Context: an optimization exercise on an open-source flow, tuned for small area and a short achievable clock period. The choices shown serve that exercise and are no tape-out recipe.
Only simulation tests tie the RTL to the original design; equivalence was not proved.
No activity file was given, so power comes from the tool's default toggle rates.

try-nickel:
==> flow/design.v <==
module badicecream(input         Clk,                 
                             Reset,               
                             frame_clk,           
                input [10:0]   DrawX, DrawY ,    
				input [15:0]   keycode,				  
               	output logic is_BI	,			 
				output logic [10:0] BI_X, BI_Y,
				input logic up_wall, down_wall , left_wall, right_wall,
				output logic [10:0] BI_X_Pos, BI_Y_Pos,
				output logic [5:0] BI_BlkX_Pos, BI_BlkY_Pos
              );
	localparam [1:0] RIGHT = 2'd0, LEFT = 2'd1, UP = 2'd2, DOWN = 2'd3;
	logic frame_clk_delayed, frame_clk_rising_edge;
	logic [2:0] per_frame_counter;    
	logic [2:0] frame_counter;        
	logic       walking;
	logic [1:0] facing;
	logic [5:0] x_hi, y_hi;
	logic [4:0] off;
	always_ff @(posedge Clk) begin
		frame_clk_delayed     <= frame_clk;
		frame_clk_rising_edge <= frame_clk & ~frame_clk_delayed;
	end
	wire kW = (keycode[7:0] == 8'd26) | (keycode[15:8] == 8'd26);
	wire kA = (keycode[7:0] == 8'd4)  | (keycode[15:8] == 8'd4);
	wire kS = (keycode[7:0] == 8'd22) | (keycode[15:8] == 8'd22);
	wire kD = (keycode[7:0] == 8'd7)  | (keycode[15:8] == 8'd7);
	wire anykey = kW | kA | kS | kD;
	logic [1:0] key_dir;
	logic       key_wall;
	always_comb begin
		if (kW)      begin key_dir = UP;    key_wall = up_wall;    end
		else if (kA) begin key_dir = LEFT;  key_wall = left_wall;  end
		else if (kS) begin key_dir = DOWN;  key_wall = down_wall;  end
		else         begin key_dir = RIGHT; key_wall = right_wall; end
	end
	wire turn = frame_clk_rising_edge & ~walking & anykey;
	wire [1:0] facing_in = turn ? key_dir : facing;
	wire off_up  = ~facing[0];
	wire [4:0] off_next = off_up ? off + 5'd1 : off - 5'd1;
	wire off_wrap = off_up ? (off == 5'd31) : (off == 5'd0);
	wire walk_end = off_up ? (off == 5'd31) : (off == 5'd1);
	wire hi_up = ~(facing[0] ^ facing[1]);
	wire [5:0] hi_cur  = facing[1] ? y_hi : x_hi;
	wire [5:0] hi_next = hi_up ? hi_cur + 6'd1 : hi_cur - 6'd1;
	always_ff @(posedge Clk) begin
		if (Reset) begin
			per_frame_counter <= 3'd0;
			frame_counter     <= 3'd0;
			x_hi              <= 6'd2;     
			y_hi              <= 6'd2;     
			off               <= 5'd0;
			walking           <= 1'b0;
			facing            <= DOWN;
		end else if (frame_clk_rising_edge) begin
			per_frame_counter <= per_frame_counter + 3'd1;
			if (per_frame_counter == 3'd7)
				frame_counter <= frame_counter[2] ? 3'd0 : frame_counter + 3'd1;
			if (!walking) begin
				if (anykey) begin
					facing  <= key_dir;
					walking <= ~key_wall;
				end
			end else begin
				off <= off_next;
				if (off_wrap) begin
					if (facing[1]) y_hi <= hi_next;
					else           x_hi <= hi_next;
				end
				if (walk_end)
					walking <= 1'b0;
			end
		end
	end
	wire [4:0] x_lo = off & {5{~facing[1]}};
	wire [4:0] y_lo = ~(off & {5{facing[1]}});
	assign BI_X_Pos = {x_hi, x_lo};
	assign BI_Y_Pos = {y_hi, y_lo};
	wire moved = |off;
	wire xadj = moved & (facing == LEFT);
	wire yadj = moved & (facing == DOWN);
	assign BI_BlkX_Pos = x_hi - {5'd0, ~xadj};
	assign BI_BlkY_Pos = y_hi - {4'd0, yadj, ~yadj};
	wire [4:0] ox = off & {5{~facing[1]}};
	wire [4:0] oy = off & {5{facing[1]}};
	wire [5:0] xl = {1'b0, DrawX[4:0]} - {1'b0, ox};
	wire [5:0] yl = {1'b0, DrawY[4:0]} + {1'b0, oy};
	wire bx = xl[5];
	wire by = yl[5];
	wire [5:0] xa = DrawX[10:5];
	wire [5:0] xb = ~x_hi;
	wire [5:0] xp = xa ^ xb;
	wire [5:0] xq = xa | xb;
	wire inX = (xp[0] == ~bx) & (xp[5:1] == xq[4:0]) & xq[5];
	wire [5:0] ya = y_hi;
	wire [5:0] yb = ~DrawY[10:5];
	wire [5:0] yp = ya ^ yb;
	wire [5:0] yq = ya | yb;
	wire [5:0] yg = ya & yb;
	wire yu = (yp[5:2] == yq[4:1]) & yq[5];
	wire hd0 = (yp[0] == ~by) & (yp[1] == yq[0]);
	wire hd1 = (yp[0] == by) & (yp[1] == yg[0]);
	wire inY = yu & (hd0 | (hd1 & yl[4]));
	wire [1:0] t54 = hd0 ? {yl[4], ~yl[4]} : 2'b00;
	wire [3:0] row = {2'b00, t54} + {1'b0, facing_in, 1'b0} + {2'b00, facing_in};
	assign is_BI = inX & inY;
	assign BI_X = is_BI ? {3'b000, frame_counter, xl[4:0]} : 11'd0;
	assign BI_Y = is_BI ? {3'b000, row, yl[3:0]} : 11'd0;
endmodule
clock: 8.0 ns
lec_check: 0
cap_margin: 20
core_margin: 2
core_utilization: 40
setup_slack_margin: 2.5
slew_margin: 20
standard.sh (not shown) runs the stock make flow with config.mk's settings and CLKGATE_MAP_FILE= SYNTH_SCRIPT=/design/flow/synth_recipe.tcl, a recipe that flattens the netlist after the stock synthesis.
==> flow/flow/run.sh <==
#!/bin/bash
# The standard ORFS layout with three changes:
#  - the smallest buffer (buf_1) on every input and output port,
#  - adders left as plain logic (no half/full adder cells),
#  - the datapath's pins grouped on one edge (flow/io.tcl),
#  - ABC maps the logic with flow/abc_map.script instead of ORFS's speed script.
# Synthesis is otherwise the standard flow's own script (synth_recipe.tcl), so registers and
# their names are those of the standard synthesis.
set -euo pipefail
here=$PWD
export BUFFER_PORTS_ARGS="-buffer_cell sky130_fd_sc_hd__buf_1"
export ADDER_MAP_FILE=
export PRE_IO_PLACEMENT_TCL=$here/flow/io.tcl
{
  head -n 1 synth_recipe.tcl
  cat <<TCL
proc abc {args} {
  set i [lsearch -exact \$args -script]
  if { \$i >= 0 } { lset args [expr {\$i + 1}] $here/flow/abc_map.script }
  yosys abc {*}\$args
}
TCL
  tail -n +2 synth_recipe.tcl
} > own_synth.tcl
sed "s#SYNTH_SCRIPT=[^ ]*#SYNTH_SCRIPT=$here/own_synth.tcl#" standard.sh > own_standard.sh
grep -q "SYNTH_SCRIPT=$here/own_synth.tcl" own_standard.sh
bash own_standard.sh > standard.log 2>&1
==> flow/flow/abc_map.script <==
strash
dch
map
topo
stime -c
buffer -c
upsize -c
dnsize -c
==> flow/flow/io.tcl <==
# Pin placement: the sprite-pixel datapath's pins (DrawX, DrawY in; is_BI, BI_X,
# BI_Y out) side by side on the right edge, the key codes on the bottom edge.
set dp {}
foreach b {7 6 5 4 3 2 1 0} { lappend dp "BI_Y\[$b\]" }
foreach b {10 9 8 7 6 5 4 3 2 1 0} { lappend dp "DrawY\[$b\]" }
lappend dp is_BI
foreach b {0 1 2 3 4 5 6 7 8 9 10} { lappend dp "DrawX\[$b\]" }
foreach b {0 1 2 3 4 5 6 7} { lappend dp "BI_X\[$b\]" }
set_io_pin_constraint -pin_names $dp -region right:* -group -order
set kc {}
for {set b 0} {$b < 16} {incr b} { lappend kc "keycode\[$b\]" }
set_io_pin_constraint -pin_names $kc -region bottom:* -group
Changes in try-cedar relative to try-nickel:
- swapping 2.5 for 0.2 in SETUP_SLACK_MARGIN
==> flow/run.sh (new file) <==
#!/bin/bash
# synth_recipe.tcl (not shown) runs the flow's synth.tcl, then flattens the netlist and writes it again
# the make line also repeats each setting of config.mk as NAME=value (left out here)
make -C /OpenROAD-flow-scripts/flow DESIGN_CONFIG=/design/flow/config.mk WORK_HOME=/design/flow/orfs CLKGATE_MAP_FILE= SYNTH_SCRIPT=/design/flow/synth_recipe.tcl finish
removed: flow/flow/run.sh
removed: flow/flow/abc_map.script
removed: flow/flow/io.tcl
removed: flow/standard.sh
try-cedar and try-nickel all finish clean. When the final numbers for try-cedar and try-nickel were put side by side, the worst stage delay on the critical path turned out to be greater in try-cedar. Multiplexer share of the synthesized area was higher in try-cedar than in try-nickel. On shortest clock period the worst path allows after layout, the lower figure sits with try-nickel, not try-cedar. try-cedar does better than try-nickel on wire length of the first global-routing pass. Taking try-nickel as the reference, in try-cedar layout overhead on the synthesized area up 21 points, die area down 1.4%, logic depth of the worst setup path including buffers up 2, share of the core filled with cells in the final layout up 8.1 points. try-cedar consumes less power than try-nickel does. Diff try-nickel -> try-cedar: routed wire length went down; final area went up.
For try-fjord, these inputs were changed with respect to try-cedar:
- a change of SETUP_SLACK_MARGIN from 0.2 to 2.5
==> flow/flow/run.sh (new file) <==
#!/bin/bash
# The standard ORFS layout with three changes:
#  - the smallest buffer (buf_1) on every input and output port,
#  - adders left as plain logic (no half/full adder cells),
#  - ABC maps the logic with flow/abc_map.script instead of ORFS's speed script.
# Synthesis is otherwise the standard flow's own script (synth_recipe.tcl), so registers and
# their names are those of the standard synthesis.
set -euo pipefail
here=$PWD
export BUFFER_PORTS_ARGS="-buffer_cell sky130_fd_sc_hd__buf_1"
export ADDER_MAP_FILE=
{
  head -n 1 synth_recipe.tcl
  cat <<TCL
proc abc {args} {
  set i [lsearch -exact \$args -script]
  if { \$i >= 0 } { lset args [expr {\$i + 1}] $here/flow/abc_map.script }
  yosys abc {*}\$args
}
TCL
  tail -n +2 synth_recipe.tcl
} > own_synth.tcl
sed "s#SYNTH_SCRIPT=[^ ]*#SYNTH_SCRIPT=$here/own_synth.tcl#" standard.sh > own_standard.sh
grep -q "SYNTH_SCRIPT=$here/own_synth.tcl" own_standard.sh
bash own_standard.sh > standard.log 2>&1
==> flow/flow/abc_map.script (new file) <==
strash
dch
map -D 1500
topo
stime -c
buffer -c
upsize -c
dnsize -c
==> flow/standard.sh (new file) <==
#!/bin/bash
# synth_recipe.tcl (not shown) runs the flow's synth.tcl, then flattens the netlist and writes it again
# the make line also repeats each setting of config.mk as NAME=value (left out here)
make -C /OpenROAD-flow-scripts/flow DESIGN_CONFIG=/design/flow/config.mk WORK_HOME=/design/flow/orfs CLKGATE_MAP_FILE= SYNTH_SCRIPT=/design/flow/synth_recipe.tcl "${@:-finish}"
removed: flow/run.sh
[summary]
try-fjord completed end to end with timing, DRC and antenna clean.
The run with more routed wire is try-cedar, not try-fjord.
Largest fanout on the critical path: try-fjord vs try-cedar up 2
Average size of a mapped cell ended up 1.9 um2 lower on try-fjord than on try-cedar.
On worst hold slack, try-cedar beats try-fjord.
The number of well taps in try-fjord sits 19 below the value recorded for try-cedar.
### try-fjord -> try-pepper
==> flow/flow/abc_map.script <==
strash
dch
map
topo
stime -c
buffer -c
upsize -c
dnsize -c
==> notes.md <==
Diff try-fjord and try-pepper: number of fill cells higher in try-pepper
Maximum fanout along the worst path for try-pepper is higher than for try-fjord.
Setup-violating endpoint count in the final report essentially unchanged between try-fjord and try-pepper.
Comparing try-fjord and try-pepper, the lower global-route usage is on try-pepper.
Wire length the detailed router placed on met1 ended up about 12% higher on try-pepper than on try-fjord.
Of try-fjord and try-pepper, the lower share of power burned in registers belongs to try-pepper.
Launching element of the worst setup path = DrawY[0]: try-pepper; launching element of the worst setup path = keycode[7]: try-fjord
diff inputs: try-pepper => try-raven
- PLACE_DENSITY newly set to 0.8
- CORE_UTILIZATION changed from 40 to 60
==> flow/flow/run.sh <==
#!/bin/bash
# Standard ORFS layout, with the smallest buffer on every input and output port
# and without mapping adders to the library's half/full adder cells.
set -euo pipefail
export BUFFER_PORTS_ARGS="-buffer_cell sky130_fd_sc_hd__buf_1"
export ADDER_MAP_FILE=
bash standard.sh > standard.log 2>&1
removed: flow/flow/abc_map.script
Notes after the runs:
Both conditions hold for try-raven: the flow ran to the end and the final layout passed the timing, design-rule and antenna checks. Diff try-pepper -> try-raven: core footprint dropped 0.0025 mm2; biggest fanout along the worst timing path dropped 5; delay contributed by the slowest stage of the critical path climbed 0.02 ns.

==> static timing again, ports no longer ideal <==
The results above use ideal ports. As a check the final layouts listed here were re-extracted and re-timed, cells and wires unchanged.
Step 1: set_driving_cell puts a clkbuf_16 on Clk and a buf_2 on each other input, an assumption about the parent block.
Step 2 adds t to the input delays and takes it off the output delays; t is the mean of the earliest and latest rising clock arrival at the registers after step 1. Input paths then give back, and output paths get back, about the clock's delay inside the block.
Three values: no drivers, after step 1, after step 2; two values: the first two.
| run | shift t [ns] | setup WS [ns] | latest minus earliest clock arrival (ns) | worst slew at a driven data input, ns | pins driven straight from the clock port |
|---|---|---|---|---|---|
| try-nickel | 0.299 | 2.881 / 2.852 / 2.852 | 0.013 / 0.013 | 0.06 | 1 |
| try-cedar | 0.297 | 0.916 / 0.889 / 0.889 | 0.002 / 0.003 | 0.04 | 1 |
| try-fjord | 0.296 | 2.711 / 2.691 / 2.691 | 0.010 / 0.010 | 0.04 | 1 |
| try-pepper | 0.304 | 2.858 / 2.837 / 2.837 | 0.008 / 0.009 | 0.03 | 1 |
| try-raven | 0.292 | 2.717 / 2.691 / 2.691 | 0.005 / 0.006 | 0.04 | 1 |
After both steps setup and hold are still met in every run listed. For try-nickel, which loses most, drivers alone change the setup slack by -0.029 ns; drivers and shift together by -0.029 ns.
